What follows belongs to an exercise in optimizing a design on an open flow for small area; a production flow would make more cautious choices. The RTL was checked by simulation tests, not by an equivalence proof against the original design. The clock port is modelled as an ideal driver, which makes a skipped or thinned clock tree look cheaper than it is; a real chip needs a root buffer or a tree. Power is estimated from default activity; no workload was simulated.

== wip/juniper ==
// uart_tx_rx
module uart_tx_rx(
input clk,
input rst,  
input start,
input [7:0] txin,
output tx,
input rx,
output [7:0] rxout,
output rxdone, txdone
);
Settings: LEC_CHECK=0, CAP_MARGIN=20, CORE_MARGIN=2, CORE_UTILIZATION=35, GPL_TIMING_DRIVEN=0, SLEW_MARGIN=20; clock period 10.0 ns.
standard.sh (not shown) runs the stock make flow with config.mk's settings and CLKGATE_MAP_FILE= SYNTH_SCRIPT=/design/flow/synth_recipe.tcl, a recipe that flattens the netlist after the stock synthesis.
==> flow/flow/run.sh <==
#!/bin/bash
# The standard layout (standard.sh) with these changes, all for cell area:
#  - synthesis: flow/synth.tcl (no adder cells; ABC with the best of the area scripts flow/abc*.script)
#  - ports buffered with buf_1
#  - clock: CTS_HOOK_N buffers of type CTS_HOOK_CELL instead of TritonCTS's tree (flow/cts_hook.tcl)
set -euo pipefail
here=$(pwd)
export FLOW_ABC_DIR=$here/flow
export CTS_HOOK_CELL=${CTS_HOOK_CELL:-clkbuf_4} CTS_HOOK_N=${CTS_HOOK_N:-3}
bash standard.sh \
  "SYNTH_SCRIPT=$here/flow/synth.tcl" \
  "BUFFER_PORTS_ARGS=-buffer_cell sky130_fd_sc_hd__buf_1" \
  "PRE_CTS_TCL=$here/flow/cts_hook.tcl" \
  finish > standard.log 2>&1
Other scripts of this flow, unchanged in this note and not shown: flow/flow/abc1.script, flow/flow/abc10.script, flow/flow/abc2.script, flow/flow/abc3.script, flow/flow/abc4.script, flow/flow/abc5.script, flow/flow/abc6.script, flow/flow/abc7.script, flow/flow/abc8.script, flow/flow/abc9.script, flow/flow/cts_hook.tcl, flow/flow/synth.tcl
What wip/harbor does differently from wip/juniper at the input level:
--- a/flow/config.mk
+++ b/flow/config.mk
@@ -10 +10 @@
-export CORE_UTILIZATION = 35
+export CORE_UTILIZATION = 40
@@ -11,0 +12 @@
+export PLACE_DENSITY = 0.9
Results
- Of wip/harbor and wip/juniper, the lower power belongs to wip/juniper.
- wip/harbor against wip/juniper: detailed-route wire length rose by 11%, share of the cycle needed by the critical path after routing climbed 0.48 points.
- On normalized max-slew margin, the higher figure sits with wip/harbor, not wip/juniper.
- Diff wip/juniper -> wip/harbor: number of distinct library cells after synthesis essentially unchanged, total power density per cell area increased by 2.5% relative to the old numbers, clock share of power went down by 0.2 points, post-layout utilization of the core higher, power dissipated in the clock network was more or less identical.
Input changes introduced in wip/cedar (baseline for comparison: wip/harbor):
--- a/flow/config.mk
+++ b/flow/config.mk
@@ -8 +8 @@
-export CAP_MARGIN = 20
+export CAP_MARGIN = 0
@@ -10 +10 @@
-export CORE_UTILIZATION = 40
+export CORE_UTILIZATION = 35
@@ -12,2 +12 @@
-export PLACE_DENSITY = 0.9
-export SLEW_MARGIN = 20
+export SLEW_MARGIN = 0
### Flow results
Across wip/cedar and wip/harbor, the outcome is the same: a clean finish for every run. On count of vias placed by the detailed router: wip/cedar sits below wip/harbor. The post-placement cell area reported for wip/cedar is greater than that of wip/harbor by about 1.3%. Re total of flip-flops plus latches after synthesis: no difference whatsoever between wip/cedar and wip/harbor. Floorplan core area in wip/cedar is 13% above wip/harbor. When the final numbers for wip/cedar and wip/harbor were put side by side, the total routing usage reported by global routing turned out to be smaller in wip/cedar.
Setup changes, wip/cedar to wip/sierra
--- a/flow/config.mk
+++ b/flow/config.mk
@@ -8 +8 @@
-export CAP_MARGIN = 0
+export CAP_MARGIN = 20
@@ -12 +12,2 @@
-export SLEW_MARGIN = 0
+export PLACE_DENSITY = 0.85
+export SLEW_MARGIN = 20
==> run summary <==
- Changes observed in wip/sierra relative to wip/cedar: fraction of power spent switching nets decreased 0.55 points, number of resized instances in the post-cts repair step essentially unchanged.
- Relative contribution of sequential cells to total power: wip/sierra vs wip/cedar up 0.3 points
No run of this note takes its clock network from TritonCTS; it comes from the design's own scripts or RTL.

========
## run 1
uart_tx_rx, a different RTL version from the one above (not shown whole).
Size in the first run: ~31 flip-flops, ~23 I/O pins.
clock: 10.0 ns
lec_check: 0
cap_margin: 20
core_margin: 2
core_utilization: 70
slew_margin: 20
==> flow/flow/run.sh <==
#!/bin/bash
set -euo pipefail
bash standard.sh \
  "BUFFER_PORTS_ARGS=-buffer_cell sky130_fd_sc_hd__buf_1" \
  "CTS_ARGS=-sink_clustering_enable -sink_clustering_size 40 -sink_clustering_max_diameter 200 -repair_clock_nets -dont_use_dummy_load -buf_list sky130_fd_sc_hd__clkbuf_8 -root_buf sky130_fd_sc_hd__clkbuf_8" \
  finish > standard.log 2>&1
The following lists how run 2 was set up differently from run 1:
Settings: a change of CORE_UTILIZATION from 70 to 40.
==> flow/run.sh (new file) <==
#!/bin/bash
# synth_recipe.tcl (not shown) runs the flow's synth.tcl, then flattens the netlist and writes it again
# the make line also repeats each setting of config.mk as NAME=value (left out here)
make -C /OpenROAD-flow-scripts/flow DESIGN_CONFIG=/design/flow/config.mk WORK_HOME=/design/flow/orfs CLKGATE_MAP_FILE= SYNTH_SCRIPT=/design/flow/synth_recipe.tcl finish
removed: flow/flow/run.sh
removed: flow/standard.sh
--- outcome ---
Between run 1 and run 2, relative contribution of the clock network to total power decreased. Both conditions hold for run 2: the flow ran to the end and the final layout passed the timing, design-rule and antenna checks. Compared with run 1, run 2 shows die outline area that has gone up by more than half. Sort run 2 and run 1 by effective utilization at floorplan, descending, and run 1 comes first. Run 1 → run 2: clock power decreased by 18% relative to the old numbers, time the worst path needs with I/O delays and setup increased by 0.49 ns relative to the old numbers, utilization decreased by 31 points relative to the old numbers. Chip width | run 2 above run 1.
#### Input delta (run 3 over run 2)
Settings: a change of CORE_UTILIZATION from 40 to 85.
==> flow/flow/run.sh (new file) <==
#!/bin/bash
set -euo pipefail
bash standard.sh \
  "BUFFER_PORTS_ARGS=-buffer_cell sky130_fd_sc_hd__buf_1" \
  "CTS_ARGS=-repair_clock_nets -dont_use_dummy_load -buf_list sky130_fd_sc_hd__clkbuf_4 -root_buf sky130_fd_sc_hd__clkbuf_4" \
  finish > standard.log 2>&1
==> flow/standard.sh (new file) <==
#!/bin/bash
# synth_recipe.tcl (not shown) runs the flow's synth.tcl, then flattens the netlist and writes it again
# the make line also repeats each setting of config.mk as NAME=value (left out here)
make -C /OpenROAD-flow-scripts/flow DESIGN_CONFIG=/design/flow/config.mk WORK_HOME=/design/flow/orfs CLKGATE_MAP_FILE= SYNTH_SCRIPT=/design/flow/synth_recipe.tcl "${@:-finish}"
removed: flow/run.sh
Run 3: it failed with a tool error in 3_1_place_gp_skip_io, so there are no final results. There was hardly any difference in number of instances in the synthesized netlist between run 3 and run 2. Lower horizontal die dimension goes to run 3 over run 2. As far as area after synthesis goes, run 2 and run 3 are indistinguishable; the numbers are identical. As far as number of enable-type register cells in the synthesized netlist goes, run 2 and run 3 are indistinguishable; the numbers are identical. On height of the die: run 3 sits below run 2. Row count for run 3 is lower than for run 2. Compared with run 2, run 3 shows a effective utilization at floorplan that is 51 points higher.

## re-timing with driven ports
No port has a modelled driver above. Below, the same layouts with a new extraction and two added sets of constraints. Step 1 assumes that a clkbuf_16 drives the clock port and a buf_2 every other input. Step 2 also shifts input and output timing later by t, the mid clock arrival at the registers, as if the neighbouring blocks saw the same clock. Slacks: no drivers / after step 1 / after step 2; pairs: no drivers / after step 1.
run | shift t [ns] | slack for setup (ns) | pins driven straight from the clock port
wip/juniper | 0.192 | 6.376 / 6.344 / 6.536 | 3
wip/harbor | 0.194 | 6.328 / 6.295 / 6.489 | 3
wip/cedar | 0.195 | 6.366 / 6.334 / 6.528 | 3
wip/sierra | 0.191 | 6.423 / 6.391 / 6.582 | 3
run 1 | 0.294 | 6.197 / 6.175 / 6.470 | 1
run 2 | 0.352 | 5.705 / 5.682 / 6.034 | 1
After both steps every run listed still meets setup and hold.
